Background: an optimization exercise with open tools, aiming at small area. Do not read the settings as production practice. In this exercise RTL edits were held to simulation tests only and were not proved equivalent to the original. No driver is modelled on the clock port, so clocking that relies on it looks cheaper here than on a real chip.

Setup of oak:
==> flow/design.v <==
module	generic_arbiter_full(busreq,hlock,hclk,hreset,hmaster_lock,hgrant,hready,hwdata,data_out,haddr,addr_out,hburst,htrans,htrans_out,hburst_out,hmaster);
	parameter size=9;
	parameter size_out=4;
	input [8*size-1:0]hwdata;
	input [8*size-1:0]haddr;
	input [3*size-1:0]hburst;
	input [2*size-1:0]htrans;
	input hclk;
	input hreset;
	input hready;
	input  [size-1:0]busreq;
	input [size-1:0]hlock;
	output reg [2:0]hburst_out;
	output reg [1:0]htrans_out;
	output reg hmaster_lock;
	output reg  [size_out-1:0]hgrant;
	output reg [7:0]data_out;
	output reg [7:0]addr_out;
	output reg [size_out-1:0]hmaster;
	integer i;
	reg [size_out-1:0]w_hgrant;
	reg w_hlock;
	always @*
		begin
			w_hgrant=4'd8;
			w_hlock=1'b0;
			for (i=size-1; i>=0; i=i-1)
				if (busreq[i])
					begin
						w_hgrant=i;
						w_hlock=hlock[i];
					end
		end
	reg hlock3;
	reg hlock_c;
	wire [size_out-1:0]ng = !hreset ? 4'd0 : (hmaster_lock ? hgrant : w_hgrant);
	wire [size_out-1:0]nm = !hreset ? 4'd0 : (hready ? hgrant : hmaster);
	always@(posedge hclk)
		begin
			hgrant<=ng;
			if(!hreset)
				hlock3<=1'b0;
			else if(!hmaster_lock)
				hlock3<=w_hlock;
		end
	always@(posedge hclk)
		begin
			hmaster<=nm;
			if(!hreset)
				hlock_c<=1'b0;
			else if(hready)
				hlock_c<=hmaster_lock ? hlock[hgrant] : hlock3;
		end
	reg [7:0]a1g,a1z,d1g,d1m,d1z;
	reg [1:0]t1g,t1z;
	reg [2:0]b1g,b1z;
	reg [size-1:0]g_oh,m_oh;
	reg [7:0]a_ng,d_ng,d_nm;
	reg [1:0]t_ng;
	reg [2:0]b_ng;
	integer j;
	always @*
		for (j=0; j<size; j=j+1)
			begin
				g_oh[j]=(ng==j);
				m_oh[j]=(nm==j);
			end
	wire [size*21-1:0]gin;
	wire [20:0]gsel;
	wire [7:0]msel;
	genvar k,b;
	generate
		for (k=0; k<size; k=k+1)
			begin : tr
				assign gin[21*k+:21]={hburst[3*k+:3],htrans[2*k+:2],hwdata[8*k+:8],haddr[8*k+:8]};
			end
		for (b=0; b<21; b=b+1)
			begin : mg
				wire [size-1:0]v;
				for (k=0; k<size; k=k+1)
					begin : s
						assign v[k]=gin[21*k+b];
					end
				sel9 u(.v(v),.s(g_oh),.o(gsel[b]));
			end
		for (b=0; b<8; b=b+1)
			begin : mm
				wire [size-1:0]v;
				for (k=0; k<size; k=k+1)
					begin : s
						assign v[k]=hwdata[8*k+b];
					end
				sel9 u(.v(v),.s(m_oh),.o(msel[b]));
			end
	endgenerate
	always @*
		begin
			{b_ng,t_ng,d_ng,a_ng}=gsel;
			d_nm=msel;
		end
	always@(posedge hclk)
		begin
			a1g<=a_ng;t1g<=t_ng;b1g<=b_ng;d1g<=d_ng;d1m<=d_nm;
			a1z<=haddr[7:0];t1z<=htrans[1:0];b1z<=hburst[2:0];d1z<=hwdata[7:0];
		end
	reg [7:0]a2z,d2m,d2z;
	reg [1:0]t2z;
	reg [2:0]b2z;
	wire s_g = hreset & hready;	 
	wire s_h = hreset & !hready;	 
	wire s_z = !hreset & hready;	 
	wire s_o = !hreset & !hready;	 
	wire [20:0]own_g = {b1g,t1g,a1g,d1g};
	wire [20:0]own_h = {hburst_out,htrans_out,addr_out,d2m};
	wire [20:0]own_z = {b1z,t1z,a1z,d1z};
	wire [20:0]own_o = {b2z,t2z,a2z,d2z};
	wire [20:0]own_n;
	genvar q;
	generate
		for (q=0; q<21; q=q+1)
			begin : s2
				sel4 u(.v({own_o[q],own_z[q],own_h[q],own_g[q]}),.s({s_o,s_z,s_h,s_g}),.o(own_n[q]));
			end
	endgenerate
	always@(posedge hclk)
		begin
			if(hready)
				begin
					a2z<=a1z;t2z<=t1z;b2z<=b1z;d2z<=d1z;
				end
			data_out<=hready ? d1m : d2m;
			{hburst_out,htrans_out,addr_out,d2m}<=own_n;
		end
	reg busy;
	reg [3:0]cnt;
	wire idle = !htrans_out[1];
	wire ld = !busy && (hburst_out[2:1]!=2'b00);
	reg [3:0]cnt_n;
	reg busy_n,hml_n;
	always @*
		begin
			cnt_n=cnt;
			busy_n=busy;
			hml_n=hmaster_lock;
			if (!busy)
				begin
					cnt_n={hburst_out[2]&hburst_out[1],hburst_out[2],1'b1,!idle};
					busy_n=ld;
					hml_n=ld | hlock_c;
				end
			else if (idle)
				begin
					cnt_n=cnt-4'd1;
					busy_n=(cnt!=4'd0);
					if (cnt[3:1]==3'd0)
						hml_n=hlock_c;
				end
		end
	always@(posedge hclk)
		begin
			cnt<=cnt_n;
			if(!hreset)
				begin
					hmaster_lock<=1'b0;
					busy<=1'b0;
				end
			else
				begin
					hmaster_lock<=hml_n;
					busy<=busy_n;
				end
		end
endmodule
module sel9(v,s,o);
	input [8:0]v;
	input [8:0]s;
	output o;
	wire n0,n1,n2;
	aoi222 g0(.a(v[0]),.b(s[0]),.c(v[1]),.d(s[1]),.e(v[2]),.f(s[2]),.y(n0));
	aoi222 g1(.a(v[3]),.b(s[3]),.c(v[4]),.d(s[4]),.e(v[5]),.f(s[5]),.y(n1));
	aoi222 g2(.a(v[6]),.b(s[6]),.c(v[7]),.d(s[7]),.e(v[8]),.f(s[8]),.y(n2));
	assign o=~(n0&n1&n2);
endmodule
module aoi222(a,b,c,d,e,f,y);
	input a,b,c,d,e,f;
	output y;
	assign y=~((a&b)|(c&d)|(e&f));
endmodule
module sel4(v,s,o);
	input [3:0]v;
	input [3:0]s;
	output o;
	wire n0;
	aoi222 g0(.a(v[0]),.b(s[0]),.c(v[1]),.d(s[1]),.e(v[2]),.f(s[2]),.y(n0));
	assign o=~(n0&~(v[3]&s[3]));
endmodule
export LEC_CHECK = 0
export CAP_MARGIN = 20
export CORE_MARGIN = 2
export CORE_UTILIZATION = 45
export SLEW_MARGIN = 20
export SYNTH_HIERARCHICAL = 1
create_clock -name core_clock -period 5.0 [get_ports {hclk}]
standard.sh (not shown) runs the stock make flow with config.mk's settings and CLKGATE_MAP_FILE= SYNTH_SCRIPT=/design/flow/synth_recipe.tcl, a recipe that flattens the netlist after the stock synthesis.
==> flow/flow/run.sh <==
#!/bin/bash
set -euo pipefail
here=$(pwd)
export BUFFER_PORTS_ARGS="-buffer_cell sky130_fd_sc_hd__buf_1"
export CTS_ARGS="-sink_clustering_enable -repair_clock_nets -dont_use_dummy_load -buf_list sky130_fd_sc_hd__clkbuf_4"
export POST_CTS_TCL="$here/flow/post_cts.tcl"
bash standard.sh > standard.log 2>&1
==> flow/flow/post_cts.tcl <==
estimate_parasitics -placement
set changed 0
foreach inst [get_cells -filter "ref_name == sky130_fd_sc_hd__clkbuf_4"] {
  set out [get_pins -of_objects $inst -filter "direction == output"]
  set s [get_property $out slew_max]
  if { $s > 0.075 } {
    puts "post_cts: [get_full_name $inst] slew $s -> clkbuf_8"
    replace_cell $inst sky130_fd_sc_hd__clkbuf_8
    incr changed
  }
}
if { $changed > 0 } {
  detailed_placement
  check_placement -verbose
  estimate_parasitics -placement
}
[inputs] pine vs oak
-- flow/design.v --
<<< oak, line 19
	output reg [size_out-1:0]hmaster;
	integer i;
	reg [size_out-1:0]w_hgrant;
	reg w_hlock;
	always @*
		begin
			w_hgrant=4'd8;
			w_hlock=1'b0;
			for (i=size-1; i>=0; i=i-1)
				if (busreq[i])
					begin
						w_hgrant=i;
						w_hlock=hlock[i];
					end
		end
	reg hlock3;
>>> pine, line 19
	output reg [size_out-1:0]hmaster;
	integer i;
	reg [size-1:0]g_oh,m_oh;
	reg [size_out-1:0]w_hgrant;
	always @*
		begin
			w_hgrant=4'd8;
			for (i=size-1; i>=0; i=i-1)
				if (busreq[i])
					w_hgrant=i;
		end
	reg hlock3;
<<< oak, line 36
	wire [size_out-1:0]ng = !hreset ? 4'd0 : (hmaster_lock ? hgrant : w_hgrant);
	wire [size_out-1:0]nm = !hreset ? 4'd0 : (hready ? hgrant : hmaster);
	always@(posedge hclk)
		begin
>>> pine, line 32
	wire [size_out-1:0]ng = !hreset ? 4'd0 : (hmaster_lock ? hgrant : w_hgrant);
	wire [size_out-1:0]nm = !hreset ? 4'd0 : (hready ? hgrant : hmaster);
	wire hl_sel;
	sel9 ul(.v({hlock[size-1]&(hmaster_lock|busreq[size-1]),hlock[size-2:0]}),.s(g_oh),.o(hl_sel));
	always@(posedge hclk)
		begin
<<< oak, line 42
				hlock3<=1'b0;
			else if(!hmaster_lock)
				hlock3<=w_hlock;
		end
	always@(posedge hclk)
>>> pine, line 40
				hlock3<=1'b0;
			else if(!hmaster_lock)
				hlock3<=hl_sel;
		end
	always@(posedge hclk)
<<< oak, line 50
				hlock_c<=1'b0;
			else if(hready)
				hlock_c<=hmaster_lock ? hlock[hgrant] : hlock3;
		end
	reg [7:0]a1g,a1z,d1g,d1m,d1z;
	reg [1:0]t1g,t1z;
	reg [2:0]b1g,b1z;
	reg [size-1:0]g_oh,m_oh;
	reg [7:0]a_ng,d_ng,d_nm;
	reg [1:0]t_ng;
>>> pine, line 48
				hlock_c<=1'b0;
			else if(hready)
				hlock_c<=hmaster_lock ? hl_sel : hlock3;
		end
	reg [7:0]a1g,a1z,d1g,d1m,d1z;
	reg [1:0]t1g,t1z;
	reg [2:0]b1g,b1z;
	reg [7:0]a_ng,d_ng,d_nm;
	reg [1:0]t_ng;
<<< oak, line 191
	input [3:0]s;
	output o;
	wire n0;
	aoi222 g0(.a(v[0]),.b(s[0]),.c(v[1]),.d(s[1]),.e(v[2]),.f(s[2]),.y(n0));
	assign o=~(n0&~(v[3]&s[3]));
endmodule
>>> pine, line 188
	input [3:0]s;
	output o;
	wire n0,n1;
	aoi222 g0(.a(v[0]),.b(s[0]),.c(v[1]),.d(s[1]),.e(v[2]),.f(s[2]),.y(n0));
	nand2m g1(.a(v[3]),.b(s[3]),.y(n1));
	nand2m g2(.a(n0),.b(n1),.y(o));
endmodule
module nand2m(a,b,y);
	input a,b;
	output y;
	assign y=~(a&b);
endmodule
Findings:
pine has completed all stages; timing, DRC and antenna checks passed.
oak -> pine: clock latency reported for the late side of the worst-skew pair flat
Cmp pine vs oak: number of placement rows lower in pine
Area: pine vs oak -> pine smaller
Compared with oak, pine shows routed length on met3 higher by about 3.2%.
Share of synthesized cell area in and, or, nand and nor gates on pine is up relative to oak.

[re-timing with driven ports]
In the flow no input, the clock included, has a driving cell. The finished layouts below were timed again as built, in two steps.
Step 1 (the two cells are an assumption about what drives the block):
set clk [get_ports {hclk}]
set_driving_cell -lib_cell sky130_fd_sc_hd__clkbuf_16 $clk
set_driving_cell -lib_cell sky130_fd_sc_hd__buf_2 [delete_from_list [all_inputs] $clk]
Step 2 adds t to the input delays and takes it off the output delays; t is the mean of the earliest and latest rising clock arrival at the registers after step 1. Input paths then give back, and output paths get back, about the clock's delay inside the block.
a / b / c = ideal ports / drivers / drivers and shift; a / b = the first two.
run | shift t [ns] | slack for setup (ns) | worst hold slack (ns) | worst slew at a driven data input, ns | pins driven straight from the clock port
oak | 0.415 | 1.731 / 1.743 / 1.327 | 0.420 / 0.420 / 0.420 | 0.06 | 1
pine | 0.420 | 1.262 / 1.274 / 0.854 | 0.419 / 0.419 / 0.419 | 0.07 | 1
After both steps every run listed still meets setup and hold. The setup slack of pine, which loses most, moves by +0.012 ns with the drivers and by -0.408 ns with both steps.
